Source: an optimization exercise on an open RTL-to-GDS flow (aim: a short achievable clock period and few clock cycles). Production flows keep margins and buffers that such runs may drop. Where RTL was checked, it was by simulation tests only, not by an equivalence proof against the original. Function not checked in runs 3 to 5: the RTL went through the layout flow alone. Power is estimated from default activity; no workload was simulated.

===== flow/run.sh =====
#!/bin/bash
# Layout of the design: the standard flow (standard.sh) with different
# effort settings; the constraints (clock period, I/O delays, loads) are
# the standard flow's, unchanged.
#  - ports are buffered with buf_4 instead of the weakest buffer.
set -euo pipefail
bash standard.sh \
  SETUP_SLACK_MARGIN=8.3 \
  SETUP_MOVE_SEQUENCE=unbuffer,sizeup,swap,split \
  "BUFFER_PORTS_ARGS=-buffer_cell sky130_fd_sc_hd__buf_4" \
  finish > standard_flow.log 2>&1

===== standard.sh =====
#!/bin/bash
# synth_recipe.tcl (not shown) runs the flow's synth.tcl, then flattens the netlist and writes it again
# the make line also repeats each setting of config.mk as NAME=value (left out here)
make -C /OpenROAD-flow-scripts/flow DESIGN_CONFIG=/design/flow/config.mk WORK_HOME=/design/flow/orfs CLKGATE_MAP_FILE= SYNTH_SCRIPT=/design/flow/synth_recipe.tcl "${@:-finish}"

===== config.mk =====
export PLATFORM = sky130hd
export DESIGN_NAME = MIPS
export DESIGN_NICKNAME = MIPS
export VERILOG_FILES = /design/flow/design.v
export SDC_FILE = /design/flow/constraint.sdc
export NUM_CORES = 4
export LEC_CHECK = 0
export ABC_CLOCK_PERIOD_IN_PS = 3000
export CAP_MARGIN = 20
export CORE_MARGIN = 2
export CORE_UTILIZATION = 62
export SLEW_MARGIN = 20
export SYNTH_HIERARCHICAL = 1
export SYNTH_MINIMUM_KEEP_SIZE = 0
export TNS_END_PERCENT = 100

===== constraint.sdc =====
create_clock -name core_clock -period 11.5 [get_ports {clk}]
set_input_delay 2.3000 -clock core_clock [delete_from_list [all_inputs] [get_ports {clk}]]
set_output_delay 2.3000 -clock core_clock [all_outputs]
set_load 0.01 [all_outputs]

===== design.v =====
module ks_add #(parameter W = 32)
	(input  [W-1:0] a, b,
	 input          cin,
	 output [W-1:0] s,
	 output [W-1:0] c,	 
	 output         cout);
	localparam L = (W >= 64) ? 7 : (W >= 32) ? 6 : (W >= 16) ? 5 : (W >= 8) ? 4 : (W >= 4) ? 3 : 2;	 
	wire [W-1:0] p = a ^ b;
	wire [W:0]   g0 = {a & b, 1'b0} | {{W{1'b0}}, cin};	 
	wire [W:0]   p0 = {p, 1'b0};
	wire [W:0] G [0:L];
	wire [W:0] P [0:L];
	assign G[0] = g0;
	assign P[0] = p0;
	genvar k, i;
	generate
		for (k = 0; k < L; k = k + 1) begin : lv
			for (i = 0; i <= W; i = i + 1) begin : bt
				if (i >= (1 << k)) begin : op
					assign G[k+1][i] = G[k][i] | (P[k][i] & G[k][i - (1 << k)]);
					assign P[k+1][i] = P[k][i] & P[k][i - (1 << k)];
				end else begin : pass
					assign G[k+1][i] = G[k][i];
					assign P[k+1][i] = P[k][i];
				end
			end
		end
	endgenerate
	assign c    = G[L][W-1:0];
	assign s    = p ^ c;
	assign cout = G[L][W];
endmodule
module booth_enc (input  [15:0] B,
		  output [7:0]  neg, one, two);
	wire [16:0] bb = {B, 1'b0};
	genvar i;
	generate
		for (i = 0; i < 8; i = i + 1) begin : g
			wire [2:0] d = bb[2*i +: 3];
			assign neg[i] = d[2];
			assign one[i] = d[1] ^ d[0];
			assign two[i] = (d == 3'b011) | (d == 3'b100);
		end
	endgenerate
endmodule
module mult_harris (input  [15:0] A,
		    input  [7:0]  neg, one, two,
		    output [31:0] S,
		    output [31:0] C);
	wire [31:0] asx = {{16{A[15]}}, A};
	reg  [31:0] pp [0:8];
	reg  [31:0] sel;
	integer i;
	always @(*) begin
		pp[8] = 32'b0;
		for (i = 0; i < 8; i = i + 1) begin
			sel = ({32{one[i]}} & asx) | ({32{two[i]}} & (asx << 1));
			if (neg[i]) sel = ~sel;
			pp[i] = sel << (2*i);
			pp[8][2*i] = neg[i];
		end
	end
	function [63:0] csa;
		input [31:0] x, y, z;
		reg [31:0] s, c;
		begin
			s = x ^ y ^ z;
			c = (x & y) | (x & z) | (y & z);
			csa = {s, c << 1};
		end
	endfunction
	wire [63:0] l1a = csa(pp[0], pp[1], pp[2]);
	wire [63:0] l1b = csa(pp[3], pp[4], pp[5]);
	wire [63:0] l1c = csa(pp[6], pp[7], pp[8]);
	wire [63:0] l2a = csa(l1a[63:32], l1a[31:0], l1b[63:32]);
	wire [63:0] l2b = csa(l1b[31:0], l1c[63:32], l1c[31:0]);
	wire [63:0] l3a = csa(l2a[63:32], l2a[31:0], l2b[63:32]);
	wire [63:0] l4a = csa(l3a[63:32], l3a[31:0], l2b[31:0]);
	assign S = l4a[63:32];
	assign C = l4a[31:0];
endmodule
module next_pc	(input	[5:0]	op,		 
		 input	[25:0]	target,		 
		 input	[5:0]	pcp1_hi,	 
		 input		hold,		 
		 input	[31:0]	pc_rest,
		 input		mispredict,	 
		 input	[31:0]	alt,		 
		 input		reset_n,
		 output		take_j,
		 output	[31:0]	pc_next, ia_next);
	assign take_j = (op == 6'h02) & ~hold;
	wire [31:0] jtgt = {pcp1_hi, target};
	wire [31:0] pc_f_next = take_j ? jtgt : pc_rest;
	assign pc_next = mispredict ? alt : pc_f_next;
	assign ia_next = ~reset_n ? 32'b0 : pc_next;
endmodule
module MIPS	(input		clk, reset_n,
		 output	[31:0]	imem_addr,
		 input	[31:0]	imem_data,
		 output	[31:0]	dmem_addr, dmem_wdata,
		 output		dmem_we,
		 input	[31:0]	dmem_rdata);
	reg  [31:0]	pc_f;
	reg  [31:0]	ia_f;		 
	reg		v_d;
	reg  [31:0]	ir_d, pc_d, pcp1_d;
	reg		bt_d;		 
	reg  [31:0]	bw_d;		 
	reg  [1:0]	bi_d;		 
	reg  [31:0]	bt_tag [0:3];
	reg  [31:0]	bt_tgt [0:3];
	reg  [31:0]	bt_word [0:3];
	reg  [3:0]	bt_v;
	reg  [1:0]	bt_rr;		 
	reg		wq_v, kq_v;	 
	reg  [31:0]	wq_pc, wq_tgt, wq_word;
	reg  [1:0]	kq_idx;
	reg  [31:0]	a_e, b_e, sd_e, alt_e;
	reg		fs_e;
	reg  [7:0]	bneg_e, bone_e, btwo_e;	 
	reg		wen_e, ld_e, st_e, mul_e, beq_e, bne_e, pred_e;
	reg  [4:0]	wdst_e;
	reg  [1:0]	sel_e;		 
	reg		sub_e;
	reg  [1:0]	lop_e;		 
	reg  [31:0]	res_m, sd_m, ms_m, mc_m;
	reg		wen_m, ld_m, st_m, mul_m;
	reg  [4:0]	wdst_m;
	reg  [31:0]	rf [1:31];
	wire [31:0]	mprod;
	wire		mprod_co;
	ks_add #(32) madd (.a(ms_m), .b(mc_m), .cin(1'b0), .s(mprod), .cout(mprod_co));
	wire [31:0]	wres  = ld_m ? dmem_rdata : (mul_m ? mprod : res_m);
	assign imem_addr  = ia_f;
	assign dmem_addr  = res_m;
	assign dmem_wdata = sd_m;
	assign dmem_we    = st_m;
	always @(posedge clk)
		if (wen_m)
			rf[wdst_m] <= wres;
	wire [5:0]	op    = ir_d[31:26];
	wire [5:0]	funct = ir_d[5:0];
	wire [4:0]	rs    = ir_d[25:21];
	wire [4:0]	rt    = ir_d[20:16];
	wire [4:0]	rd    = ir_d[15:11];
	wire [15:0]	imm   = ir_d[15:0];
	wire		is_r    = (op == 6'h00);
	wire		is_mul  = (op == 6'h3F);
	wire		is_addi = (op == 6'h08);
	wire		is_slti = (op == 6'h0A);
	wire		is_andi = (op == 6'h0C);
	wire		is_ori  = (op == 6'h0D);
	wire		is_xori = (op == 6'h0E);
	wire		is_lw   = (op == 6'h23);
	wire		is_sw   = (op == 6'h2B);
	wire		is_beq  = (op == 6'h04);
	wire		is_bne  = (op == 6'h05);
	wire		is_j    = (op == 6'h02);
	wire		sext    = is_addi | is_slti | is_lw | is_sw;
	wire		use_imm = sext | is_andi | is_ori | is_xori;
	wire		use_rs  = is_r | is_mul | use_imm | is_beq | is_bne;
	wire		use_rtb = is_r | is_mul | is_beq | is_bne;
	wire		wr      = is_r | is_mul | is_addi | is_slti | is_andi | is_ori | is_xori | is_lw;
	wire [4:0]	wdst    = (is_r | is_mul) ? rd : rt;
	wire		wen_d   = v_d & wr & (wdst != 5'd0);
	reg  [1:0]	sel_d, lop_d;
	reg		sub_d;
	always @(*) begin
		sel_d = 2'd0; sub_d = 1'b0; lop_d = 2'd0;
		if (is_r)
			case (funct)
				6'h22: sub_d = 1'b1;
				6'h24: begin sel_d = 2'd2; lop_d = 2'd0; end
				6'h25: begin sel_d = 2'd2; lop_d = 2'd1; end
				6'h27: begin sel_d = 2'd2; lop_d = 2'd2; end
				6'h26: begin sel_d = 2'd2; lop_d = 2'd3; end
				6'h2A: begin sel_d = 2'd1; sub_d = 1'b1; end
				default: ;
			endcase
		else if (is_slti) begin sel_d = 2'd1; sub_d = 1'b1; end
		else if (is_andi) begin sel_d = 2'd2; lop_d = 2'd0; end
		else if (is_ori)  begin sel_d = 2'd2; lop_d = 2'd1; end
		else if (is_xori) begin sel_d = 2'd2; lop_d = 2'd3; end
	end
	wire		fm_s = wen_m & (wdst_m == rs);
	wire		fm_t = wen_m & (wdst_m == rt);
	wire [31:0]	rs_val = (rs == 5'd0) ? 32'b0 : (fm_s ? wres : rf[rs]);
	wire [31:0]	rt_val = (rt == 5'd0) ? 32'b0 : (fm_t ? wres : rf[rt]);
	wire [31:0]	immx   = {(sext & imm[15]) ? 16'hFFFF : 16'h0000, imm};
	wire		fe_s = wen_e & (wdst_e == rs);
	wire		fe_t = wen_e & (wdst_e == rt);
	wire [7:0]	bneg_d, bone_d, btwo_d;
	booth_enc benc (.B(rt_val[15:0]), .neg(bneg_d), .one(bone_d), .two(btwo_d));
	wire		stall = v_d & (((ld_e | mul_e) & ((use_rs & fe_s) | (use_rtb & fe_t))) | (is_mul & fe_t));
	wire [31:0]	pcp1_f;
	wire		pcp1_co;
	ks_add #(32) inc (.a(pc_f), .b(32'b0), .cin(1'b1), .s(pcp1_f), .cout(pcp1_co));
	wire		j_f    = (imem_data[31:26] == 6'h02);
	reg  [3:0]	hitv;
	reg  [31:0]	hit_tgt, hit_word;
	reg  [1:0]	hit_idx;
	integer		bi;
	always @(*) begin
		hit_tgt = 32'b0; hit_word = 32'b0; hit_idx = 2'd0;
		for (bi = 0; bi < 4; bi = bi + 1) begin
			hitv[bi] = bt_v[bi] & (bt_tag[bi] == pc_f);
			hit_tgt  = hit_tgt  | ({32{hitv[bi]}} & bt_tgt[bi]);
			hit_word = hit_word | ({32{hitv[bi]}} & bt_word[bi]);
			hit_idx  = hit_idx  | ({2{hitv[bi]}} & bi[1:0]);
		end
	end
	wire		bhit = |hitv;
	wire		same   = (rs == rt);
	wire		pred_s = (is_beq & (same | imm[15])) | (is_bne & ~same);
	wire [31:0]	btgt_d;
	wire		btgt_co;
	ks_add #(32) dadd (.a(pcp1_d), .b({{16{imm[15]}}, imm}), .cin(1'b0), .s(btgt_d), .cout(btgt_co));
	wire		word_ok = (bw_d == ir_d);
	wire		redirect_d = v_d & ~stall & ~is_j & (bt_d ? ~word_ok : pred_s);
	wire [31:0]	rtgt_d = pred_s ? btgt_d : pcp1_d;
	wire [31:0]	alt_d  = pred_s ? pcp1_d : btgt_d;
	wire		bt_ins = v_d & ~stall & ~is_j & pred_s & ~(bt_d & word_ok);
	wire		bt_kill = v_d & ~stall & bt_d & ~word_ok;
	wire [31:0]	A = a_e;
	wire [31:0]	B = b_e;
	wire [31:0]	Bx = sub_e ? ~B : B;
	wire [32:0]	sum;
	wire [31:0]	carry;
	ks_add #(32) aadd (.a(A), .b(Bx), .cin(sub_e), .s(sum[31:0]), .c(carry), .cout(sum[32]));
	wire		p31 = A[31] ^ Bx[31];
	wire		g31 = A[31] & Bx[31];
	wire		slt = carry[31] ? (p31 ^ (g31 | p31)) : (p31 ^ ~g31);
	reg  [31:0]	logic_r;
	always @(*)
		case (lop_e)
			2'd0: logic_r = A & B;
			2'd1: logic_r = A | B;
			2'd2: logic_r = ~(A | B);
			default: logic_r = A ^ B;
		endcase
	wire [31:0]	res_e = (sel_e == 2'd2) ? logic_r :
				(sel_e == 2'd1) ? {31'b0, slt} : sum[31:0];
	wire		eq    = (A == B);
	wire		taken = (beq_e & eq) | (bne_e & ~eq);
	wire		mispredict = (beq_e | bne_e) & (taken ^ pred_e);
	wire [31:0]	ms_e, mc_e;
	mult_harris mult (.A(A[15:0]), .neg(bneg_e), .one(bone_e), .two(btwo_e), .S(ms_e), .C(mc_e));
	wire [31:0]	pc_rest = redirect_d ? rtgt_d : (stall ? pc_f : (bhit ? hit_tgt : pcp1_f));
	wire		take_j;
	wire [31:0]	pc_next, ia_next;
	next_pc npc (.op(imem_data[31:26]), .target(imem_data[25:0]), .pcp1_hi(pcp1_f[31:26]),
		     .hold(redirect_d | stall), .pc_rest(pc_rest), .mispredict(mispredict), .alt(alt_e), .reset_n(reset_n),
		     .take_j(take_j), .pc_next(pc_next), .ia_next(ia_next));
	always @(posedge clk)
		ia_f <= ia_next;
	always @(posedge clk, negedge reset_n)
		if (!reset_n) begin
			bt_v  <= 4'b0;
			bt_rr <= 2'd0;
			wq_v  <= 1'b0;
			kq_v  <= 1'b0;
		end else begin
			wq_v <= bt_ins;
			kq_v <= bt_kill;
			if (kq_v)
				bt_v[kq_idx] <= 1'b0;
			if (wq_v) begin
				bt_v[bt_rr] <= 1'b1;
				bt_rr <= bt_rr + 2'd1;
			end
		end
	always @(posedge clk) begin
		wq_pc   <= pc_d;
		wq_tgt  <= btgt_d;
		wq_word <= ir_d;
		kq_idx  <= bi_d;
		if (wq_v) begin
			bt_tag[bt_rr]  <= wq_pc;
			bt_tgt[bt_rr]  <= wq_tgt;
			bt_word[bt_rr] <= wq_word;
		end
	end
	always @(posedge clk, negedge reset_n)
		if (!reset_n) begin
			pc_f   <= 32'b0;
			v_d    <= 1'b0;
			wen_e  <= 1'b0; ld_e <= 1'b0; st_e <= 1'b0; mul_e <= 1'b0;
			beq_e  <= 1'b0; bne_e <= 1'b0;
			wen_m  <= 1'b0; ld_m <= 1'b0; st_m <= 1'b0; mul_m <= 1'b0;
		end else begin
			pc_f <= pc_next;
			if (mispredict | redirect_d)
				v_d <= 1'b0;
			else if (!stall)
				v_d <= 1'b1;
			if (mispredict | stall | ~v_d) begin
				wen_e <= 1'b0; ld_e <= 1'b0; st_e <= 1'b0; mul_e <= 1'b0;
				beq_e <= 1'b0; bne_e <= 1'b0;
			end else begin
				wen_e <= wen_d; ld_e <= is_lw; st_e <= is_sw; mul_e <= is_mul;
				beq_e <= is_beq; bne_e <= is_bne;
			end
			wen_m <= wen_e; ld_m <= ld_e; st_m <= st_e; mul_m <= mul_e;
		end
	always @(posedge clk) begin
		if (!stall) begin
			ir_d   <= imem_data;
			pc_d   <= pc_f;
			pcp1_d <= pcp1_f;
			bt_d   <= bhit & ~j_f;
			bw_d   <= hit_word;
			bi_d   <= hit_idx;
		end
		a_e    <= fe_s ? res_e : rs_val;
		b_e    <= (fe_t & ~use_imm) ? res_e : (use_imm ? immx : rt_val);
		sd_e   <= rt_val;
		fs_e   <= fe_t;
		bneg_e <= bneg_d;
		bone_e <= bone_d;
		btwo_e <= btwo_d;
		wdst_e <= wdst;
		sel_e  <= sel_d;
		sub_e  <= sub_d;
		lop_e  <= lop_d;
		pred_e <= pred_s;
		alt_e  <= alt_d;
		res_m  <= res_e;
		sd_m   <= fs_e ? wres : sd_e;
		ms_m   <= ms_e;
		mc_m   <= mc_e;
		wdst_m <= wdst_e;
	end
endmodule

==> flow_metrics.env, run 1 <==
export IMPL_gr_total_overflow=0
export IMPL_dr_pass1_iters=6
export IMPL_io_pin_count=163
export IMPL_max_freq_mhz=258
export IMPL_p_comb_share_pct=42.2
export IMPL_worstPathRequired_ps=12190
export IMPL_tns_ps=0
export IMPL_place_ws_ps=6330
export IMPL_clk_latency_ps=870
export IMPL_route_detailed_drc=0
export IMPL_setup_viol=0
export IMPL_hold_path_class="flip-flop to flip-flop"
export IMPL_p_leak_uw=0.0418
export IMPL_dp_cells=8685
export IMPL_syn2layout_area_growth_pct=18.7
export IMPL_relSlewSlack_pct=16.9
export IMPL_cts_sinks=1995
export IMPL_syn_inst=6763
export IMPL_avgRoutedWirePerCell_um=37.1
export IMPL_start_util_pct=62.2
export IMPL_status="timing/DRC/antenna clean"
export IMPL_grt_pass1_wl_um=464000
export IMPL_path_clk_slew_ps=60
export IMPL_dp_hpwl_um=184000
export IMPL_hold_violations=0
export IMPL_drtIter0Drc=9516
export IMPL_ant_nets=0
export IMPL_gp_congestion=0.945
export IMPL_coreArea_mm2=0.158
export IMPL_clockBufferDepth=3
export IMPL_switching_power_uw=11100
export IMPL_min_period_over_period_pct=33.7
export IMPL_critPathMaxFanout=27
export IMPL_worst_pin_slew_ps=1210
export IMPL_holdBufCountCts=0
export IMPL_setup_slack_ps=7620
export IMPL_power_share_sequential_pct=34.9
export IMPL_die_y_um=402
export IMPL_path_class="flip-flop to flip-flop"
export IMPL_switching_share_pct=37.5
export IMPL_final_common_cell="edfxtp_1"
export IMPL_reg2reg_setup_slack_ps=7620
export IMPL_vias=66100
export IMPL_via_per_inst=7.14
export IMPL_finalMaxSlewViolations=0
export IMPL_power_internal_uw=18500
export IMPL_antenna_found_initial=9
export IMPL_io_buffers=162
export IMPL_finClkSkew_ps=70.8
export IMPL_cts_tree="built"
export IMPL_layout_nets=7456
export IMPL_yosys_warnings=10
export IMPL_cp_end_kind="flip-flop"
export IMPL_layout_common_cells="edfxtp_1 (1507), mux4_2 (543), inv_1 (296)"
export IMPL_track_usage_pct=40.6
export IMPL_core_rowCount=146
export IMPL_rsz0062_at_grt="true"
export IMPL_finalCriticalPeriod_ps=3880
export IMPL_syn_area_per_cell_um2=14.5
export IMPL_start_kind="flip-flop"
export IMPL_powerDensity_mw_per_mm2=254
export IMPL_htreeDepth=4
export IMPL_fin_cells=9268
export IMPL_clockRootBuffer="clkbuf_16"
export IMPL_finalWirelength_um=344000
export IMPL_die_area_mm2=0.162
export IMPL_cts_buffers_inserted=200
export IMPL_synth_cell_area_mm2=0.0983
export IMPL_maxCapViolations=0
export IMPL_p_clk_share_pct=22.9
export IMPL_irDropWorstVdd_mv=0.288
export IMPL_drive_gt1_share_pct=32.0
export IMPL_cp_arrival_ps=4570
export IMPL_grt_start_max_net_pins=97
export IMPL_grt_pass1_vias=63800
export IMPL_fp_dieW_um=402
[sequential cells by signal, summed over array words and instances (netlist names), 128 cells and up, named ones only]
| signal | cells |
|---|---|
| bt_tgt | 128 |
| bt_tag | 128 |
| bt_word | 128 |
| rf | 992 |
[critical path: stages (launching register included)]
cell and delay (ps):
edfxtp_1 650, xor2_1 260, nor4_1 450, nand4_1 170, o21ai_1 250, a221oi_2 130
a21o_1 230, buf_12 150, or4_4 570, nor2_4 310, buf_12 210, buf_16 220
a211oi_2 100
[layout make-up]
cell class / count / area [µm²]
Inverter: 335 / 1310
Timing Repair Buffer: 514 / 6700
Tap cell: 2072 / 2590
Multi-Input combinational cell: 3973 / 43700
Fill cell: 9708 / 41300
Antenna cell: 2 / 5.00
Sequential cell: 1995 / 55600
Clock inverter: 107 / 1250
Clock buffer: 270 / 5520
[per-stage QoR]
step | power (µW) | area, µm² | hold WS [ps] | utilization (%)
floorplan | 16200 | 99100 | 323 | -
global placement | 19700 | 102000 | 324 | 64.6
detailed placement | 19600 | 102000 | 327 | 64.6
CTS | 28200 | 114000 | 340 | 72.3
global route | 30800 | 117000 | 346 | 73.8
finish | 29600 | 117000 | 340 | 73.8
[final timing paths]
kind	to	cells past startpoint	startpoint
max in group asynchronous	ld_m	1	reset_n
min in group asynchronous	kq_v	1	reset_n
worst max-delay path	ia_f[7]	12	ir_d[14]
worst min register to register	wq_pc[23]	0	pc_d[23]
worst max register to register	ia_f[7]	12	ir_d[14]
worst min-delay path	wq_pc[23]	0	pc_d[23]
[repair_timing]
item / in CTS / in global routing
endpoints found under the setup margin: 1240 / 836
gates resized for setup: 860 / 365
gates cloned: 0 / 0
pin swaps: 159 / 199
setup buffers: 140 / 63
[routing by layer]
metal / track usage, % / wire (µm)
met3: 10.8 / 47200
met4: 21.6 / 24400
met1: 55.4 / 123000
met5: 0.654 / 320
met2: 60.1 / 148000
[power groups by stage]
stage | Clock (µW) | Combinational, µW | Sequential (µW)
global placement | 0 | 9350 | 10300
finish | 6770 | 12500 | 10300
floorplan | 0 | 6340 | 9870
detailed placement | 0 | 9300 | 10300
CTS | 6780 | 11100 | 10300
global route | 7060 | 13400 | 10400
Testbench counts, summed over its fixed seeds: cycles 29,524.
==> run 2, diff against run 1 <==
--- a/config.mk
+++ b/config.mk
@@ -8,7 +8,7 @@
 export ABC_CLOCK_PERIOD_IN_PS = 3000
 export CAP_MARGIN = 20
 export CORE_MARGIN = 2
-export CORE_UTILIZATION = 62
+export CORE_UTILIZATION = 50
 export SLEW_MARGIN = 20
 export SYNTH_HIERARCHICAL = 1
 export SYNTH_MINIMUM_KEEP_SIZE = 0
==> run 2 against run 1 <==
  * Still clean
  * Critical path depth grew 3
  * Global-route usage shrank 5.6 points
  * Via count shrank 0.56%
  * Flip-flop and latch count unchanged
  * Routed wire length increased by 5.6%
  * Critical endpoint is now pc_f[16]
==> flow_metrics.env, run 2 <==
export IMPL_clk_latency_ps=860
export IMPL_core_rowCount=162
export IMPL_start_kind="flip-flop"
export IMPL_gp_congestion=0.923
export IMPL_cts_tree="built"
export IMPL_worstPathRequired_ps=12200
export IMPL_multi_input_area_mm2=0.0443
export IMPL_register_area_mm2=0.0556
export IMPL_min_period_over_period_pct=32.6
export IMPL_via_per_inst=6.68
export IMPL_relSlewSlack_pct=25.4
export IMPL_io_buffers=162
export IMPL_path_clk_slew_ps=60
export IMPL_setup_viol=0
export IMPL_syn_inst=6763
export IMPL_slowest_delay_ps=560
export IMPL_hold_violations=0
export IMPL_irDropWorstVdd_mv=0.249
export IMPL_finalCriticalPeriod_ps=3750
export IMPL_cts_buffers_inserted=210
export IMPL_startpoint="ir_d[26]"
export IMPL_cp_end_kind="flip-flop"
export IMPL_p_leak_uw=0.0422
export IMPL_grt_pass1_wl_um=489000
export IMPL_clockRootBuffer="clkbuf_16"
export IMPL_finalMaxSlewViolations=0
export IMPL_finClkSkew_ps=34.9
export IMPL_slowest_stage="or4_4"
export IMPL_crit_path_cell_trace="nand3_2, nor2_1, o21bai_4, buf_6, or2_1, a21oi_4, buf_12, a21o_1, buf_12, or4_4, nor2_4, buf_12, buf_16, buf_16, a21oi_1"
export IMPL_io_pin_count=163
export IMPL_start_util_pct=50.4
export IMPL_reg2reg_depth=15
export IMPL_syn_area_per_cell_um2=14.5
export IMPL_drive_gt1_share_pct=33.1
export IMPL_syn2layout_area_growth_pct=20.7
export IMPL_place_ws_ps=6610
export IMPL_vias=65800
export IMPL_cp_arrival_ps=4450
export IMPL_crit_end="pc_f[16]"
export IMPL_drtIter0Drc=8499
export IMPL_setup_slack_ps=7750
export IMPL_worst_pin_slew_ps=1120
export IMPL_synth_cell_area_mm2=0.0983
export IMPL_clockBufferDepth=3
export IMPL_htreeDepth=4
export IMPL_hold_path_class="flip-flop to flip-flop"
export IMPL_final_common_cell="edfxtp_1"
export IMPL_rsz0062_at_grt="true"
export IMPL_die_area_mm2=0.200
export IMPL_route_detailed_drc=0
export IMPL_path_common_cell="buf_12"
export IMPL_powerDensity_mw_per_mm2=252
export IMPL_grt_start_max_net_pins=90
export IMPL_ant_nets=0
export IMPL_r2r_end="pc_f[16]"
export IMPL_fill_cells=14400
export IMPL_max_freq_mhz=267
export IMPL_coreArea_mm2=0.195
export IMPL_regMostFlops="rf"
export IMPL_yosys_warnings=10
export IMPL_cts_sinks=1995
export IMPL_r2r_start="ir_d[26]"
export IMPL_gr_total_overflow=0
export IMPL_fp_dieW_um=447
export IMPL_path_class="flip-flop to flip-flop"
export IMPL_finalWirelength_um=363000
export IMPL_layout_common_cells="edfxtp_1 (1507), mux4_2 (543), inv_1 (308)"
export IMPL_layout_nets=7466
export IMPL_tns_ps=0
export IMPL_avgRoutedWirePerCell_um=36.9
export IMPL_track_usage_pct=34.9
export IMPL_dr_pass1_iters=5
export IMPL_largest_reg_flops=992
export IMPL_critPathMaxFanout=18
export IMPL_antenna_found_initial=23
export IMPL_grt_pass1_vias=63700
export IMPL_die_y_um=447
export IMPL_status="timing/DRC/antenna clean"
export IMPL_hold_path_startpoint="pc_d[12]"
export IMPL_maxCapViolations=0
export IMPL_reg2reg_setup_slack_ps=7750
export IMPL_dp_hpwl_um=196000
-- run 2: repair_timing --
action / 4_1_cts / 5_1_grt
pin swaps: 172 / 177
setup buffers: 151 / 48
gates resized for setup: 965 / 301
setup endpoints to repair: 1169 / 714
hold buffers: 0 / 0
-- run 2: report_power, final --
group / total (µW) / switching, µW / internal [µW]
Combinational: 12600 / 7400 / 5220
Clock: 6990 / 2950 / 4040
Sequential: 10300 / 928 / 9410
Total: 30000 / 11300 / 18700
-- run 2: final cells by class --
type | count | share of cell area, %
flip-flops and latches | 1995 | 46.9
multi-input cells | 3973 | 37.3
repair buffers | 514 | 5.94
clock buffers | 273 | 4.90
well taps | 2624 | 2.77
inverters | 335 | 1.09
clock inverters | 120 | 1.05
diodes | 11 | 0.0232
-- run 2: worst max-delay path: cells and delay by family, from the launching register on --
family / cells / cell delay, ps
simple gates: 5 / 1220
buf+inv: 6 / 1100
compound gates: 4 / 720
flops: 1 / 540
-- run 2: stage by stage --
| step | cell area [µm²] | total power, µW | std cells | util [%] | hold WS [ps] |
|---|---|---|---|---|---|
| CTS | 116000 | 28900 | 9786 | 59.7 | 340 |
| global placement | 103000 | 19900 | 9240 | 52.7 | 324 |
| global route | 119000 | 31200 | 9837 | 60.8 | 343 |
| floorplan | 99100 | 16200 | 6803 | - | 323 |
| detailed placement | 103000 | 19900 | 9242 | 52.7 | 327 |
| finish | 119000 | 30000 | 9845 | 60.8 | 338 |
-- run 2: worst min path at each step --
stage / end / slack, ps / cells after the start
5_1_grt: kq_idx[0] / 340 / 0
6_report: wq_pc[12] / 340 / 0
4_1_cts: wq_pc[9] / 340 / 0
3_3_place_gp: wq_pc[27] / 320 / 0
3_5_place_dp: wq_pc[23] / 330 / 0
2_1_floorplan: kq_idx[0] / 320 / 0
-- run 2: per-layer routing --
metal  share of wire, %  track usage [%]
met5              0.023                0
met2                 45             53.4
met4                6.4             18.3
met3                 11             8.00
met1                 38             46.8
==> run 3, diff against run 2 <==
--- a/design.v
+++ b/design.v
@@ -105,6 +105,7 @@
 	reg  [31:0]	ia_f;		 
 	reg		v_d;
 	reg  [31:0]	ir_d, pc_d, pcp1_d;
+	reg  [31:0]	btgt_d;		 
 	reg		bt_d;		 
 	reg  [31:0]	bw_d;		 
 	reg  [1:0]	bi_d;		 
@@ -197,6 +198,9 @@
 	wire		pcp1_co;
 	ks_add #(32) inc (.a(pc_f), .b(32'b0), .cin(1'b1), .s(pcp1_f), .cout(pcp1_co));
 	wire		j_f    = (imem_data[31:26] == 6'h02);
+	wire [31:0]	btgt_f;
+	wire		btgt_co;
+	ks_add #(32) tadd (.a(pcp1_f), .b({{16{imem_data[15]}}, imem_data[15:0]}), .cin(1'b0), .s(btgt_f), .cout(btgt_co));
 	reg  [3:0]	hitv;
 	reg  [31:0]	hit_tgt, hit_word;
 	reg  [1:0]	hit_idx;
@@ -213,9 +217,6 @@
 	wire		bhit = |hitv;
 	wire		same   = (rs == rt);
 	wire		pred_s = (is_beq & (same | imm[15])) | (is_bne & ~same);
-	wire [31:0]	btgt_d;
-	wire		btgt_co;
-	ks_add #(32) dadd (.a(pcp1_d), .b({{16{imm[15]}}, imm}), .cin(1'b0), .s(btgt_d), .cout(btgt_co));
 	wire		word_ok = (bw_d == ir_d);
 	wire		redirect_d = v_d & ~stall & ~is_j & (bt_d ? ~word_ok : pred_s);
 	wire [31:0]	rtgt_d = pred_s ? btgt_d : pcp1_d;
@@ -308,6 +309,7 @@
 			ir_d   <= imem_data;
 			pc_d   <= pc_f;
 			pcp1_d <= pcp1_f;
+			btgt_d <= btgt_f;
 			bt_d   <= bhit & ~j_f;
 			bw_d   <= hit_word;
 			bi_d   <= hit_idx;
==> run 3 against run 2 <==
  * Core utilization increased by 0.58 points
  * Clock skew is 35 ps higher
  * Non-clock buffer count increased by 43
  * Die area grew 0.97%
  * Highest routed layer unchanged
==> flow_metrics.env, run 3 <==
export IMPL_finalWirelength_um=371000
export IMPL_power_share_sequential_pct=33.3
export IMPL_gr_total_overflow=0
export IMPL_worst_pin_slew_ps=1190
export IMPL_relSlewSlack_pct=20.5
export IMPL_dr_pass1_iters=7
export IMPL_min_period_over_period_pct=37.0
export IMPL_clockRootBuffer="clkbuf_16"
export IMPL_hold_path_startpoint="pc_d[20]"
export IMPL_wl_met1_um=138000
export IMPL_critPathMaxFanout=7
export IMPL_ant_nets=0
export IMPL_max_freq_mhz=235
export IMPL_cp_end_kind="flip-flop"
export IMPL_r2r_end="btgt_d[24]"
export IMPL_irDropWorstVdd_mv=0.219
export IMPL_path_clk_slew_ps=60
export IMPL_via_per_inst=6.71
export IMPL_syn2layout_area_growth_pct=22.1
export IMPL_wl_met2_um=166000
export IMPL_cts_tree="built"
export IMPL_path_common_cell="ha_4"
export IMPL_worstPathRequired_ps=12110
export IMPL_avgRoutedWirePerCell_um=37.4
export IMPL_cts_buffers_inserted=210
export IMPL_finalCriticalPeriod_ps=4250
export IMPL_route_detailed_drc=0
export IMPL_drive_gt1_share_pct=34.3
export IMPL_gp_congestion=0.912
export IMPL_layout_common_cells="edfxtp_1 (1539), mux4_2 (543), inv_1 (306)"
export IMPL_core_rowCount=163
export IMPL_coreArea_mm2=0.197
export IMPL_largest_reg_flops=992
export IMPL_htreeDepth=4
export IMPL_fin_cells=9941
export IMPL_dp_cells=9289
export IMPL_route_top_layer_used="met5"
export IMPL_finClkSkew_ps=69.8
export IMPL_holdWs_ps=335
export IMPL_fp_dieW_um=450
export IMPL_slowest_stage="dfrtp_4"
export IMPL_syn_inst=6795
export IMPL_final_core_utilization_pct=61.4
export IMPL_switching_share_pct=38.6
export IMPL_hold_path_class="flip-flop to flip-flop"
export IMPL_min_to="wq_pc[20]"
export IMPL_layout_nets=7541
export IMPL_met3_length_um=41600
export IMPL_io_buffers=162
export IMPL_fin_area_mm2=0.121
export IMPL_vias=66700
export IMPL_cts_sinks=2027
export IMPL_crit_family="compound AO/OA/AOI/OAI gates"
export IMPL_crit_path_cell_trace="ha_4, nand3_2, nor2_4, o21ai_2, o211ai_1, a31o_2, a31o_4, xor2_4, ha_4, a21o_4, a21oi_2, o21ai_1, a21o_1, a221o_1, or2_4, xor2_1"
export IMPL_path_buf_inv=0
export IMPL_switching_power_uw=12400
export IMPL_clk_latency_ps=900
export IMPL_hold_violations=0
export IMPL_setup_viol=0
export IMPL_holdBufCountCts=0
export IMPL_antenna_found_initial=18
export IMPL_dp_hpwl_um=195000
export IMPL_synth_cell_area_mm2=0.0993
export IMPL_fill_cells=14500
export IMPL_maxCapViolations=0
export IMPL_powerDensity_mw_per_mm2=265
export IMPL_die_area_mm2=0.202
export IMPL_status="timing/DRC/antenna clean"
export IMPL_p_clk_share_pct=21.7
export IMPL_grt_pass1_vias=64500
export IMPL_reg2reg_setup_slack_ps=7250
export IMPL_clockBufferDepth=3
export IMPL_reg2reg_depth=16
export IMPL_startpoint="pc_f[3]"
export IMPL_grt_start_max_net_pins=109
export IMPL_yosys_warnings=10
export IMPL_start_kind="flip-flop"
export IMPL_drtIter0Drc=9904
export IMPL_start_util_pct=50.3
export IMPL_rsz0062_at_grt="true"
export IMPL_finalMaxSlewViolations=0
export IMPL_power_internal_uw=19700
export IMPL_io_pin_count=163
export IMPL_tns_ps=0
export IMPL_die_y_um=450
export IMPL_p_leak_uw=0.0430
export IMPL_final_common_cell="edfxtp_1"
export IMPL_track_usage_pct=34.5
export IMPL_regMostFlops="rf"
export IMPL_holdPathStages=0
export IMPL_slowest_delay_ps=590
export IMPL_r2r_start="pc_f[3]"
export IMPL_path_class="flip-flop to flip-flop"
export IMPL_place_area_mm2=0.104
export IMPL_p_comb_share_pct=44.9
export IMPL_grt_pass1_wl_um=494000
export IMPL_syn_area_per_cell_um2=14.6
export IMPL_cp_arrival_ps=4870
run 3: cell type report:
type | count | area (µm²) | area share (%)
timing repair buffer | 557 | 7880 | 6.50
clock buffer | 265 | 5650 | 4.67
inverter | 335 | 1310 | 1.08
clock inverter | 126 | 1320 | 1.09
antenna | 18 | 45.0 | 0.0372
tap | 2640 | 3300 | 2.73
sequential | 2027 | 56600 | 46.7
multi-input combinational | 3973 | 45100 | 37.2
run 3: layer usage:
metal	vias up	GRT usage, %
met2	4127	53.1
met3	979	8.09
met1	34700	45.6
met5	-	0
li1	26900	-
met4	10	18.4
run 3: worst register-to-register path, delay by kind of cell, from the launching register on:
kind	cells	cell delay, ps
DFF	1	590
xor gates and xnor gates	2	360
AOI/OAI and AO/OA	9	2050
and+or+nand+nor	3	410
adders and majority gates	2	590
run 3: how the worst max path moves through the flow:
stage                     slack [ps]          to  cells past startpoint
after floorplan                 7260  btgt_d[27]                      7
after global placement          6020    ia_f[23]                     12
after detailed placement        5980     ia_f[1]                     11
after CTS                       7350  btgt_d[31]                     15
after global routing            7150  btgt_d[31]                     15
final                           7250  btgt_d[24]                     16
run 3: power groups by stage:
stage                     registers (µW)  clock network [µW]  logic [µW]
final                              10700                6970       14400
after global routing               10700                7330       15300
after CTS                          10600                7010       12900
after detailed placement           10700                   0       10300
after global placement             10700                   0       10400
after floorplan                    10100                   0        7070
run 3: timing repair:
item / 4_1_cts / 5_1_grt
resized for setup: 1005 / 393
endpoints found under the setup margin: 1301 / 974
setup buffers: 166 / 77
pin swaps: 227 / 183
run 3: per-stage QoR:
stage	total power [µW]	worst slack, ps
6_report	32100	7250
4_1_cts	30600	7350
5_1_grt	33400	7150
3_3_place_gp	21000	6020
3_5_place_dp	21000	5980
2_1_floorplan	17200	7260
==> run 4, diff against run 3 <==
--- a/design.v
+++ b/design.v
@@ -200,7 +200,7 @@
 	wire		j_f    = (imem_data[31:26] == 6'h02);
 	wire [31:0]	btgt_f;
 	wire		btgt_co;
-	ks_add #(32) tadd (.a(pcp1_f), .b({{16{imem_data[15]}}, imem_data[15:0]}), .cin(1'b0), .s(btgt_f), .cout(btgt_co));
+	ks_add #(32) tadd (.a(pc_f), .b({{16{imem_data[15]}}, imem_data[15:0]}), .cin(1'b1), .s(btgt_f), .cout(btgt_co));
 	reg  [3:0]	hitv;
 	reg  [31:0]	hit_tgt, hit_word;
 	reg  [1:0]	hit_idx;
==> run 4 against run 3 <==
  * Still clean on timing, DRC and antenna
  * Register-to-register slack improved by 330 ps
  * Clock power about the same
  * Non-clock buffer count decreased by 12
  * Count of clock-buffer cells in the layout increased by 7
  * Power decreased by 4.3%
  * Global-route usage increased by 0.77 points
  * Critical path type unchanged
  * Critical endpoint is now pc_f[10]
==> flow_metrics.env, run 4 <==
export IMPL_via_per_inst=6.64
export IMPL_track_usage_pct=35.3
export IMPL_die_area_mm2=0.202
export IMPL_cts_tree="built"
export IMPL_worstPathRequired_ps=12250
export IMPL_start_util_pct=50.3
export IMPL_p_leak_uw=0.0429
export IMPL_worst_pin_slew_ps=1190
export IMPL_fill_cells=14700
export IMPL_hold_path_class="flip-flop to flip-flop"
export IMPL_tns_ps=0
export IMPL_finalMaxSlewViolations=0
export IMPL_grt_start_max_net_pins=97
export IMPL_route_detailed_drc=0
export IMPL_io_buffers=162
export IMPL_grt_pass1_vias=64300
export IMPL_finalCriticalPeriod_ps=3930
export IMPL_holdBufCountCts=0
export IMPL_setup_viol=0
export IMPL_cp_end_kind="flip-flop"
export IMPL_max_freq_mhz=254
export IMPL_synth_cell_area_mm2=0.0993
export IMPL_die_y_um=450
export IMPL_regMostFlops="rf"
export IMPL_path_clk_slew_ps=60
export IMPL_avgRoutedWirePerCell_um=37.3
export IMPL_core_rowCount=163
export IMPL_layout_common_cells="edfxtp_1 (1539), mux4_2 (543), inv_1 (304)"
export IMPL_powerDensity_mw_per_mm2=255
export IMPL_final_common_cell="edfxtp_1"
export IMPL_antenna_found_initial=22
export IMPL_irDropWorstVdd_mv=0.295
export IMPL_gr_total_overflow=0
export IMPL_path_class="flip-flop to flip-flop"
export IMPL_finClkSkew_ps=44.8
export IMPL_cts_buffers_inserted=209
export IMPL_drtIter0Drc=8623
export IMPL_maxCapViolations=0
export IMPL_status="timing/DRC/antenna clean"
export IMPL_cts_sinks=2027
export IMPL_min_period_over_period_pct=34.2
export IMPL_critPathMaxFanout=14
export IMPL_cp_arrival_ps=4680
export IMPL_fin_area_mm2=0.120
export IMPL_relSlewSlack_pct=20.4
export IMPL_rsz0062_at_grt="true"
export IMPL_clk_latency_ps=890
export IMPL_largest_reg_flops=992
export IMPL_dp_hpwl_um=195000
export IMPL_clockBufferDepth=3
export IMPL_register_area_mm2=0.0566
export IMPL_clockRootBuffer="clkbuf_16"
export IMPL_ant_nets=0
export IMPL_syn2layout_area_growth_pct=21.3
export IMPL_start_kind="flip-flop"
export IMPL_layout_nets=7528
export IMPL_dr_pass1_iters=6
export IMPL_drive_gt1_share_pct=33.3
export IMPL_syn_inst=6795
export IMPL_coreArea_mm2=0.197
export IMPL_hold_violations=0
export IMPL_finalWirelength_um=371000
export IMPL_multi_input_area_mm2=0.0445
export IMPL_place_area_mm2=0.104
export IMPL_vias=65900
export IMPL_gp_congestion=0.895
export IMPL_htreeDepth=4
export IMPL_yosys_warnings=10
export IMPL_syn_area_per_cell_um2=14.6
export IMPL_io_pin_count=163
export IMPL_grt_pass1_wl_um=500000
export IMPL_fp_dieW_um=450
## run 4: layout make-up
type	instances	share of cell area, %
Timing Repair Buffer	545	6.35
Sequential cell	2027	47.0
Clock buffer	272	4.74
Tap cell	2640	2.74
Inverter	335	1.09
Antenna cell	12	0.0249
Multi-Input combinational cell	3973	37.0
Clock inverter	124	1.09
## run 4: routing by layer
layer | GRT usage [%] | routed length (µm)
met3 | 8.71 | 42500
met4 | 21.0 | 27900
met2 | 53.3 | 164000
met1 | 46.3 | 137000
met5 | 0 | 52
## run 4: critical path, stage by stage (launching register included)
cell and delay [ps]:
edfxtp_1 650, xor2_1 280, nor4_2 260, nand4_1 190, o21ai_2 250, a221oi_2 130
a21o_1 230, buf_12 160, or4_4 660, nor2_4 290, buf_12 220, buf_16 180
buf_16 190, a21oi_2 70
## run 4: metrics by stage
step | setup slack, ps | std cells | util [%] | hold slack, ps | power, µW
after floorplan | 7260 | 6835 | - | 323 | 16500
after global placement | 6410 | 9293 | 52.8 | 324 | 20100
after detailed placement | 6260 | 9293 | 52.8 | 328 | 20100
after CTS | 7600 | 9856 | 59.8 | 325 | 29700
after global routing | 7490 | 9920 | 61.0 | 338 | 32000
final | 7570 | 9928 | 61.0 | 328 | 30700
## run 4: what timing repair did
action / CTS / global route
endpoints found under the hold margin: 0 / 0
pin swaps: 196 / 183
buffers inserted: 167 / 60
gates resized for setup: 945 / 337
setup endpoints to repair: 1372 / 904
## run 4: final timing paths
| check | start | to | slack, ps | cells past startpoint |
|---|---|---|---|---|
| worst min-delay path | pc_d[17] | wq_pc[17] | 330 | 0 |
| min in group asynchronous | reset_n | pc_f[11] | 1330 | 1 |
| max in group asynchronous | reset_n | mul_m | 9210 | 2 |
| worst min register to register | pc_d[17] | wq_pc[17] | 330 | 0 |
| worst max register to register | ir_d[21] | pc_f[10] | 7570 | 13 |
| worst max-delay path | ir_d[21] | pc_f[10] | 7570 | 13 |
## run 4: power by group
part | total [µW] | switching, µW | internal, µW
combinational | 13200 | 7720 | 5430
clock | 6970 | 3030 | 3950
sequential | 10600 | 954 | 9620
==> run 5, diff against run 4 <==
--- a/flow/run.sh
+++ b/flow/run.sh
@@ -5,7 +5,7 @@
 #  - ports are buffered with buf_4 instead of the weakest buffer.
 set -euo pipefail
 bash standard.sh \
-  SETUP_SLACK_MARGIN=8.3 \
-  SETUP_MOVE_SEQUENCE=unbuffer,sizeup,swap,split \
+  SETUP_SLACK_MARGIN=8.6 \
+  SETUP_MOVE_SEQUENCE=unbuffer,sizeup,swap,buffer,split \
   "BUFFER_PORTS_ARGS=-buffer_cell sky130_fd_sc_hd__buf_4" \
   finish > standard_flow.log 2>&1
==> run 5 against run 4 <==
  * Flip-flop and latch count unchanged
  * Worst setup slack improved by 110 ps
  * Critical path depth shrank 12
  * Die area did not move
  * First-iteration DRC count grew 14%
  * Power rose by 8.8%
  * Clock power increased by 1%
  * Core utilization rose by 6.0 points
  * Final cell count increased by 7.8%
  * Largest cell class unchanged
==> flow_metrics.env, run 5 <==
export IMPL_rsz0062_at_grt="true"
export IMPL_grt_start_max_net_pins=65
export IMPL_syn_inst=6795
export IMPL_track_usage_pct=35.2
export IMPL_grt_pass1_vias=67200
export IMPL_htreeDepth=4
export IMPL_clk_latency_ps=920
export IMPL_die_area_mm2=0.202
export IMPL_antenna_found_initial=17
export IMPL_drtIter0Drc=9841
export IMPL_route_detailed_drc=0
export IMPL_reg2reg_depth=17
export IMPL_drive_gt1_share_pct=44.2
export IMPL_min_period_over_period_pct=33.2
export IMPL_start_util_pct=50.3
export IMPL_fin_cells=10700
export IMPL_via_per_inst=6.63
export IMPL_critPathMaxFanout=2
export IMPL_hold_violations=0
export IMPL_die_y_um=450
export IMPL_syn2layout_area_growth_pct=33.2
export IMPL_finClkSkew_ps=61.3
export IMPL_worst_pin_slew_ps=1230
export IMPL_start_kind="flip-flop"
export IMPL_dp_hpwl_um=194000
export IMPL_grt_pass1_wl_um=505000
export IMPL_p_leak_uw=0.0485
export IMPL_finalWirelength_um=389000
export IMPL_holdPathStages=0
export IMPL_place_area_mm2=0.105
export IMPL_ant_nets=0
export IMPL_cp_arrival_ps=1520
export IMPL_layout_nets=8308
export IMPL_relSlewSlack_pct=18.1
export IMPL_syn_area_per_cell_um2=14.6
export IMPL_max_freq_mhz=262
export IMPL_clockBufferDepth=3
export IMPL_irDropWorstVdd_mv=0.230
export IMPL_cts_tree="built"
export IMPL_layout_common_cells="edfxtp_1 (1539), buf_4 (597), mux4_2 (543)"
export IMPL_core_rowCount=163
export IMPL_fin_area_mm2=0.132
export IMPL_setup_viol=0
export IMPL_largest_reg_flops=992
export IMPL_cts_buffers_inserted=210
export IMPL_yosys_warnings=10
export IMPL_path_clk_slew_ps=70
export IMPL_status="timing/DRC/antenna clean"
export IMPL_clockRootBuffer="clkbuf_16"
export IMPL_final_common_cell="edfxtp_1"
export IMPL_gp_congestion=0.885
export IMPL_holdBufCountCts=0
export IMPL_io_pin_count=163
export IMPL_maxCapViolations=0
export IMPL_slowest_stage="dfxtp_4"
export IMPL_hold_path_class="flip-flop to flip-flop"
export IMPL_avgRoutedWirePerCell_um=36.3
export IMPL_cp_end_kind="output pin"
export IMPL_path_buf_inv=1
export IMPL_tns_ps=0
export IMPL_io_buffers=162
export IMPL_final_core_utilization_pct=67.0
export IMPL_crit_path_cell_trace="buf_6"
export IMPL_powerDensity_mw_per_mm2=253
export IMPL_dp_cells=9278
export IMPL_fp_dieW_um=450
export IMPL_synth_cell_area_mm2=0.0993
export IMPL_slowest_delay_ps=480
export IMPL_dr_pass1_iters=8
export IMPL_gr_total_overflow=0
export IMPL_finalMaxSlewViolations=0
export IMPL_vias=71000
export IMPL_coreArea_mm2=0.197
export IMPL_cts_sinks=2027
export IMPL_worstSetupPathDepth=1
export IMPL_crit_family="flip-flops"
export IMPL_worstPathRequired_ps=9200
export IMPL_regMostFlops="rf"
export IMPL_path_class="flip-flop to output pin"
export IMPL_finalCriticalPeriod_ps=3820
## run 5: final timing paths
kind	startpoint	endpoint	slack, ps
max reg2reg	sub_e	b_e[0]	7680
max in group asynchronous	reset_n	ld_m	9270
min reg2reg	pc_d[31]	wq_pc[31]	330
min in group asynchronous	reset_n	pc_f[10]	1530
min	pc_d[31]	wq_pc[31]	330
max	res_m[27]	dmem_addr[27]	7680
## run 5: area by class of cell
class | instances | area [µm²]
sequential | 2027 | 56700
timing repair buffer | 1324 | 16700
antenna | 7 | 17.5
multi-input combinational | 3973 | 47100
fill | 13200 | 65200
clock inverter | 139 | 1470
tap | 2640 | 3300
inverter | 335 | 1330
clock buffer | 259 | 5640
## run 5: report_power, final
part           switching (µW)  leakage (µW)  internal [µW]  total, µW
Combinational            8410        0.0265           7290      15700
Sequential               1010        0.0185           9640      10600
Clock                    3080       0.00350           3990       7070
## run 5: metal layers
metal	global-route usage [%]	share of wire [%]	vias up
met1	46.4	37	36600
met3	7.45	11	1259
met5	0	0.026	-
met2	54.6	45	4684
li1	-	-	28400
met4	19.3	7.7	16
## run 5: per-stage QoR
step	setup slack (ps)	hold slack (ps)	total power [µW]
global route	7680	347	34700
CTS	7720	341	30900
finish	7680	335	33400
floorplan	7260	323	16700
detailed placement	6280	327	20400
global placement	6310	324	20300
## run 5: timing repair
action | CTS | global route
pin swaps | 261 | 311
endpoints found under the hold margin | 0 | 0
setup endpoints to repair | 1869 | 1321
gates resized for setup | 1282 | 685
buffers inserted | 630 | 390
==> run 6, diff against run 5 <==
--- a/design.v
+++ b/design.v
@@ -105,7 +105,6 @@
 	reg  [31:0]	ia_f;		 
 	reg		v_d;
 	reg  [31:0]	ir_d, pc_d, pcp1_d;
-	reg  [31:0]	btgt_d;		 
 	reg		bt_d;		 
 	reg  [31:0]	bw_d;		 
 	reg  [1:0]	bi_d;		 
@@ -121,6 +120,8 @@
 	reg		fs_e;
 	reg  [7:0]	bneg_e, bone_e, btwo_e;	 
 	reg		wen_e, ld_e, st_e, mul_e, beq_e, bne_e, pred_e;
+	reg		addi_e;		 
+	reg  [31:0]	nimm_e;		 
 	reg  [4:0]	wdst_e;
 	reg  [1:0]	sel_e;		 
 	reg		sub_e;
@@ -198,9 +199,6 @@
 	wire		pcp1_co;
 	ks_add #(32) inc (.a(pc_f), .b(32'b0), .cin(1'b1), .s(pcp1_f), .cout(pcp1_co));
 	wire		j_f    = (imem_data[31:26] == 6'h02);
-	wire [31:0]	btgt_f;
-	wire		btgt_co;
-	ks_add #(32) tadd (.a(pc_f), .b({{16{imem_data[15]}}, imem_data[15:0]}), .cin(1'b1), .s(btgt_f), .cout(btgt_co));
 	reg  [3:0]	hitv;
 	reg  [31:0]	hit_tgt, hit_word;
 	reg  [1:0]	hit_idx;
@@ -217,10 +215,18 @@
 	wire		bhit = |hitv;
 	wire		same   = (rs == rt);
 	wire		pred_s = (is_beq & (same | imm[15])) | (is_bne & ~same);
+	wire [31:0]	btgt_d;
+	wire		btgt_co;
+	ks_add #(32) dadd (.a(pcp1_d), .b({{16{imm[15]}}, imm}), .cin(1'b0), .s(btgt_d), .cout(btgt_co));
 	wire		word_ok = (bw_d == ir_d);
-	wire		redirect_d = v_d & ~stall & ~is_j & (bt_d ? ~word_ok : pred_s);
-	wire [31:0]	rtgt_d = pred_s ? btgt_d : pcp1_d;
-	wire [31:0]	alt_d  = pred_s ? pcp1_d : btgt_d;
+	wire		fuse   = (is_beq | is_bne) & addi_e &
+				 (((rt == 5'd0) & fe_s) | ((rs == 5'd0) & fe_t));
+	wire		zero_e = (a_e == nimm_e);
+	wire		pred_d = fuse ? (is_beq ? zero_e : ~zero_e) : pred_s;
+	wire		f_took = bt_d & word_ok;
+	wire		redirect_d = v_d & ~stall & ~is_j & ((bt_d & ~word_ok) | (f_took ^ pred_d));
+	wire [31:0]	rtgt_d = pred_d ? btgt_d : pcp1_d;
+	wire [31:0]	alt_d  = pred_d ? pcp1_d : btgt_d;
 	wire		bt_ins = v_d & ~stall & ~is_j & pred_s & ~(bt_d & word_ok);
 	wire		bt_kill = v_d & ~stall & bt_d & ~word_ok;
 	wire [31:0]	A = a_e;
@@ -286,7 +292,7 @@
 		if (!reset_n) begin
 			pc_f   <= 32'b0;
 			v_d    <= 1'b0;
-			wen_e  <= 1'b0; ld_e <= 1'b0; st_e <= 1'b0; mul_e <= 1'b0;
+			wen_e  <= 1'b0; ld_e <= 1'b0; st_e <= 1'b0; mul_e <= 1'b0; addi_e <= 1'b0;
 			beq_e  <= 1'b0; bne_e <= 1'b0;
 			wen_m  <= 1'b0; ld_m <= 1'b0; st_m <= 1'b0; mul_m <= 1'b0;
 		end else begin
@@ -296,10 +302,10 @@
 			else if (!stall)
 				v_d <= 1'b1;
 			if (mispredict | stall | ~v_d) begin
-				wen_e <= 1'b0; ld_e <= 1'b0; st_e <= 1'b0; mul_e <= 1'b0;
+				wen_e <= 1'b0; ld_e <= 1'b0; st_e <= 1'b0; mul_e <= 1'b0; addi_e <= 1'b0;
 				beq_e <= 1'b0; bne_e <= 1'b0;
 			end else begin
-				wen_e <= wen_d; ld_e <= is_lw; st_e <= is_sw; mul_e <= is_mul;
+				wen_e <= wen_d; ld_e <= is_lw; st_e <= is_sw; mul_e <= is_mul; addi_e <= is_addi & wen_d;
 				beq_e <= is_beq; bne_e <= is_bne;
 			end
 			wen_m <= wen_e; ld_m <= ld_e; st_m <= st_e; mul_m <= mul_e;
@@ -309,7 +315,6 @@
 			ir_d   <= imem_data;
 			pc_d   <= pc_f;
 			pcp1_d <= pcp1_f;
-			btgt_d <= btgt_f;
 			bt_d   <= bhit & ~j_f;
 			bw_d   <= hit_word;
 			bi_d   <= hit_idx;
@@ -325,7 +330,8 @@
 		sel_e  <= sel_d;
 		sub_e  <= sub_d;
 		lop_e  <= lop_d;
-		pred_e <= pred_s;
+		pred_e <= pred_d;
+		nimm_e <= ~immx + 32'd1;
 		alt_e  <= alt_d;
 		res_m  <= res_e;
 		sd_m   <= fs_e ? wres : sd_e;
==> run 6 against run 5 <==
  * Critical path depth did not move
  * Flip-flop and latch count stayed put
  * Area after synthesis hardly changed
  * Routed wire length down 4.2%
  * Non-clock buffer count down 201
  * Design area is 2.5% lower
  * First-iteration DRC count decreased by 13%
  * Global-route usage is 0.29 points higher
  * Hold slack gained 5.2 ps
  * Count of clock-buffer cells in the layout rose by 18
==> flow_metrics.env, run 6 <==
export IMPL_htreeDepth=4
export IMPL_p_leak_uw=0.0470
export IMPL_finalWirelength_um=373000
export IMPL_layout_nets=8164
export IMPL_irDropWorstVdd_mv=0.228
export IMPL_track_usage_pct=35.4
export IMPL_path_clk_slew_ps=70
export IMPL_min_period_over_period_pct=32.3
export IMPL_start_util_pct=50.3
export IMPL_clockBufferDepth=3
export IMPL_dr_pass1_iters=6
export IMPL_holdBufCountCts=0
export IMPL_ant_nets=0
export IMPL_cp_arrival_ps=1410
export IMPL_max_freq_mhz=270
export IMPL_finClkSkew_ps=75.4
export IMPL_status="timing/DRC/antenna clean"
export IMPL_relSlewSlack_pct=18.0
export IMPL_route_detailed_drc=0
export IMPL_dp_hpwl_um=195000
export IMPL_finalMaxSlewViolations=0
export IMPL_path_class="flip-flop to output pin"
export IMPL_start_kind="flip-flop"
export IMPL_multi_input_area_mm2=0.0466
export IMPL_grt_pass1_vias=67500
export IMPL_hold_path_class="flip-flop to flip-flop"
export IMPL_largest_reg_flops=992
export IMPL_finalCriticalPeriod_ps=3710
export IMPL_syn2layout_area_growth_pct=29.7
export IMPL_powerDensity_mw_per_mm2=250
export IMPL_holdWs_ps=340
export IMPL_worstSetupPathDepth=1
export IMPL_coreArea_mm2=0.197
export IMPL_io_buffers=162
export IMPL_cp_end_kind="output pin"
export IMPL_via_per_inst=6.54
export IMPL_regMostFlops="rf"
export IMPL_yosys_warnings=10
export IMPL_fp_dieW_um=450
export IMPL_clockRootBuffer="clkbuf_16"
export IMPL_holdPathStages=0
export IMPL_syn_inst=6840
export IMPL_layout_common_cells="edfxtp_1 (1507), mux4_2 (547), buf_4 (476)"
export IMPL_maxCapViolations=0
export IMPL_grt_pass1_wl_um=507000
export IMPL_hold_violations=0
export IMPL_setup_viol=0
export IMPL_drive_gt1_share_pct=41.3
export IMPL_crit_family="flip-flops"
export IMPL_cts_buffers_inserted=212
export IMPL_grt_start_max_net_pins=71
export IMPL_slowest_delay_ps=410
export IMPL_tns_ps=0
export IMPL_reg2reg_depth=19
export IMPL_crit_path_cell_trace="buf_6"
export IMPL_path_buf_inv=1
export IMPL_slowest_stage="dfxtp_4"
export IMPL_cts_sinks=2027
export IMPL_gr_total_overflow=0
export IMPL_critPathMaxFanout=2
export IMPL_avgRoutedWirePerCell_um=35.3
export IMPL_vias=69100
export IMPL_register_area_mm2=0.0564
export IMPL_worstPathRequired_ps=9200
export IMPL_synth_cell_area_mm2=0.0994
export IMPL_gp_congestion=0.904
export IMPL_io_pin_count=163
export IMPL_cts_tree="built"
export IMPL_syn_area_per_cell_um2=14.5
export IMPL_die_area_mm2=0.202
export IMPL_clk_latency_ps=890
export IMPL_final_common_cell="edfxtp_1"
export IMPL_drtIter0Drc=8574
export IMPL_worst_pin_slew_ps=1230
export IMPL_core_rowCount=163
export IMPL_antenna_found_initial=10
export IMPL_rsz0062_at_grt="true"
export IMPL_fill_cells=13800
export IMPL_final_core_utilization_pct=65.3
export IMPL_die_y_um=450
[run 6: path summary, 6_finish.rpt]
check	startpoint	to	slack, ps
worst max-delay path	res_m[23]	dmem_addr[23]	7790
worst min-delay path	pc_d[6]	wq_pc[6]	340
worst max register to register	sub_e	b_e[0]	7790
worst min register to register	pc_d[6]	wq_pc[6]	340
max in group asynchronous	reset_n	ld_m	9150
min in group asynchronous	reset_n	pc_f[6]	1560
[run 6: metrics by stage]
step                      area [µm²]  cells  worst slack (ps)  total power, µW
after floorplan               102000   6880              7960            16500
after global placement        105000   9305              6680            19600
after detailed placement      105000   9305              6550            19700
after CTS                     125000  10400              7750            30500
after global routing          129000  10600              7770            33600
final                         129000  10600              7790            32200
[run 6: what timing repair did]
action / in CTS / in global routing
setup buffers: 650 / 194
setup endpoints to repair: 1898 / 1217
pin swaps: 269 / 306
gates resized for setup: 1316 / 481
[run 6: cell type report]
type                            count  area share, %
Tap cell                         2640           2.56
Clock buffer                      277           4.54
Clock inverter                    126           1.14
Inverter                          304          0.895
Sequential cell                  2027           43.7
Timing Repair Buffer             1123           11.0
Multi-Input combinational cell   4055           36.2
Antenna cell                        3        0.00582
[run 6: where the power goes]
group | leakage (µW) | internal (µW) | switching (µW)
sequential | 0.0184 | 9530 | 926
clock | 0.00358 | 4220 | 3030
combinational | 0.0250 | 6650 | 7890
[run 6: routing by layer]
layer	wire, µm	up-vias	GRT usage [%]	share of wire (%)
met5	31	-	0	0.0083
met4	27900	4	20.1	7.5
met3	35700	949	6.89	9.6
met2	171000	4298	55.5	46
met1	138000	35800	46.5	37
li1	-	28000	-	-
Testbench counts of run 6, summed over its fixed seeds: cycles 28,914.
==> run 7, diff against run 6 <==
--- a/flow/run.sh
+++ b/flow/run.sh
@@ -5,7 +5,7 @@
 #  - ports are buffered with buf_4 instead of the weakest buffer.
 set -euo pipefail
 bash standard.sh \
-  SETUP_SLACK_MARGIN=8.6 \
+  SETUP_SLACK_MARGIN=9.0 \
   SETUP_MOVE_SEQUENCE=unbuffer,sizeup,swap,buffer,split \
   "BUFFER_PORTS_ARGS=-buffer_cell sky130_fd_sc_hd__buf_4" \
   finish > standard_flow.log 2>&1
==> run 7 against run 6 <==
  * Non-clock buffer count is 206 higher
  * Combinational power is 9.7% higher
  * Still clean
  * Clock power is 0.8% lower
  * Highest routed layer unchanged
  * Power is 4.0% higher
  * Area after synthesis stayed put
==> flow_metrics.env, run 7 <==
export IMPL_finalCriticalPeriod_ps=3770
export IMPL_fin_area_mm2=0.133
export IMPL_powerDensity_mw_per_mm2=252
export IMPL_clockRootBuffer="clkbuf_16"
export IMPL_synth_cell_area_mm2=0.0994
export IMPL_fill_cells=13200
export IMPL_p_leak_uw=0.0489
export IMPL_startpoint="ms_m[7]"
export IMPL_via_per_inst=6.59
export IMPL_register_area_mm2=0.0563
export IMPL_status="timing/DRC/antenna clean"
export IMPL_relSlewSlack_pct=25.2
export IMPL_largest_reg_flops=992
export IMPL_antenna_found_initial=9
export IMPL_core_rowCount=163
export IMPL_htreeDepth=4
export IMPL_min_period_over_period_pct=32.8
export IMPL_path_class="flip-flop to flip-flop"
export IMPL_tns_ps=0
export IMPL_hold_path_startpoint="pc_d[27]"
export IMPL_dp_hpwl_um=193000
export IMPL_worstPathRequired_ps=12300
export IMPL_syn_area_per_cell_um2=14.5
export IMPL_cts_buffers_inserted=214
export IMPL_slowest_stage="a221oi_4"
export IMPL_coreArea_mm2=0.197
export IMPL_max_freq_mhz=265
export IMPL_finClkSkew_ps=53.5
export IMPL_io_pin_count=163
export IMPL_die_area_mm2=0.202
export IMPL_layout_nets=8372
export IMPL_track_usage_pct=36.2
export IMPL_crit_path_cell_trace="ha_4, a21o_1, o21bai_4, a221oi_4, o211ai_1, buf_4, a21bo_4, buf_6, a21o_4, xor2_4, mux2i_4, o21ai_4, buf_12, buf_12, o21ai_4, a21oi_4, o221a_1"
export IMPL_cts_tree="built"
export IMPL_regMostFlops="rf"
export IMPL_start_kind="flip-flop"
export IMPL_finalWirelength_um=388000
export IMPL_gr_total_overflow=0
export IMPL_irDropWorstVdd_mv=0.276
export IMPL_layout_common_cells="edfxtp_1 (1507), mux4_2 (547), buf_4 (532)"
export IMPL_grt_pass1_vias=68600
export IMPL_clockBufferDepth=3
export IMPL_critPathMaxFanout=3
export IMPL_clk_latency_ps=890
export IMPL_yosys_warnings=10
export IMPL_avgRoutedWirePerCell_um=36.0
export IMPL_slowest_delay_ps=350
export IMPL_holdWs_ps=335
export IMPL_maxCapViolations=0
export IMPL_grt_start_max_net_pins=69
export IMPL_dr_pass1_iters=12
export IMPL_rsz0062_at_grt="true"
export IMPL_worst_pin_slew_ps=1090
export IMPL_final_common_cell="edfxtp_1"
export IMPL_r2r_start="ms_m[7]"
export IMPL_start_util_pct=50.3
export IMPL_syn2layout_area_growth_pct=33.9
export IMPL_die_y_um=450
export IMPL_drtIter0Drc=8897
export IMPL_route_detailed_drc=0
export IMPL_hold_violations=0
export IMPL_gp_congestion=0.901
export IMPL_hold_path_class="flip-flop to flip-flop"
export IMPL_path_clk_slew_ps=60
export IMPL_io_buffers=162
export IMPL_setup_viol=0
export IMPL_place_area_mm2=0.105
export IMPL_finalMaxSlewViolations=0
export IMPL_ant_nets=0
export IMPL_cp_arrival_ps=4570
export IMPL_cts_sinks=2027
export IMPL_fp_dieW_um=450
export IMPL_syn_inst=6840
export IMPL_grt_pass1_wl_um=518000
export IMPL_drive_gt1_share_pct=43.8
export IMPL_cp_end_kind="flip-flop"
export IMPL_multi_input_area_mm2=0.0478
export IMPL_vias=71000
[run 7: timing repair]
item,4_1_cts,5_1_grt
endpoints found under the setup margin,2765,1730
gates cloned,0,0
hold buffers,0,0
buffers inserted,737,287
resized for setup,1469,539
pin swaps,307,282
[run 7: worst paths after layout]
check | endpoint | slack, ps | depth (start not counted)
max | b_e[22] | 7730 | 17
min | wq_pc[27] | 340 | 0
max reg2reg | b_e[22] | 7730 | 17
min reg2reg | wq_pc[27] | 340 | 0
max in group asynchronous | ld_m | 9220 | 2
min in group asynchronous | pc_f[15] | 1310 | 1
[run 7: worst max-delay path: cells and delay by family, from the launching register on]
kind | cells | cell delay [ps]
fa+ha+maj | 1 | 250
buf+inv | 4 | 550
compound gates | 10 | 2160
flops | 1 | 330
xor+xnor | 1 | 230
mux | 1 | 120
[run 7: final cells by class]
class                   instances  share of cell area, %
repair buffers               1329                   12.9
clock buffers                 268                   4.35
inverters                     304                  0.869
diodes                         17                 0.0320
multi-input cells            4055                   35.9
well taps                    2640                   2.48
clock inverters               136                   1.07
flip-flops and latches       2027                   42.3
[run 7: per-stage QoR]
step | worst slack (ps) | cells | utilization [%] | total power (µW)
floorplan | 7960 | 6880 | - | 16700
global placement | 6560 | 9331 | 53.3 | 19800
detailed placement | 6470 | 9331 | 53.3 | 19900
CTS | 7730 | 10500 | 64.6 | 31300
global route | 7700 | 10800 | 67.4 | 34800
finish | 7730 | 10800 | 67.4 | 33500
[run 7: power breakdown]
| group | leakage, µW | internal (µW) | total [µW] | switching (µW) |
|---|---|---|---|---|
| Clock | 0.00352 | 4110 | 7180 | 3070 |
| Combinational | 0.0269 | 7470 | 15900 | 8430 |
| Sequential | 0.0184 | 9530 | 10400 | 895 |
[run 7: per-layer routing]
metal / wire length [µm] / vias to the layer above / track usage, %
li1: - / 28400 / -
met1: 141000 / 37000 / 47.5
met2: 176000 / 4557 / 55.8
met3: 39700 / 1066 / 6.98
met4: 30400 / 2 / 22.1
met5: 13 / - / 0

static timing again, ports no longer ideal:
Ports are ideal in the flow. The routed layouts listed here were re-timed in OpenROAD.
Step 1: set_driving_cell puts a clkbuf_16 on clk and a buf_2 on each other input, an assumption about the parent block.
Step 2 times the ports against the registers' clock, not the clock port: input delays grow and output delays shrink by t, the midpoint of the rising clock arrivals with the driver on.
Three values: no drivers, after step 1, after step 2; two values: the first two.
run | t (ns) | slack for setup (ns) | latest minus earliest clock arrival (ns)
run 1 | 0.927 | 7.620 / 7.613 / 7.322 | 0.071 / 0.071
run 2 | 0.926 | 7.753 / 7.674 / 7.313 | 0.036 / 0.036
run 3 | 0.971 | 7.245 / 7.245 / 6.724 | 0.070 / 0.070
run 4 | 0.960 | 7.571 / 7.571 / 6.863 | 0.049 / 0.049
run 5 | 0.977 | 7.679 / 7.587 / 6.915 | 0.062 / 0.062
run 6 | 0.941 | 7.789 / 7.699 / 7.447 | 0.076 / 0.076
run 7 | 0.952 | 7.730 / 7.688 / 7.309 | 0.055 / 0.055
After both steps every run listed still meets setup and hold. For run 5, which loses most, drivers alone change the setup slack by -0.092 ns; drivers and shift together by -0.764 ns.
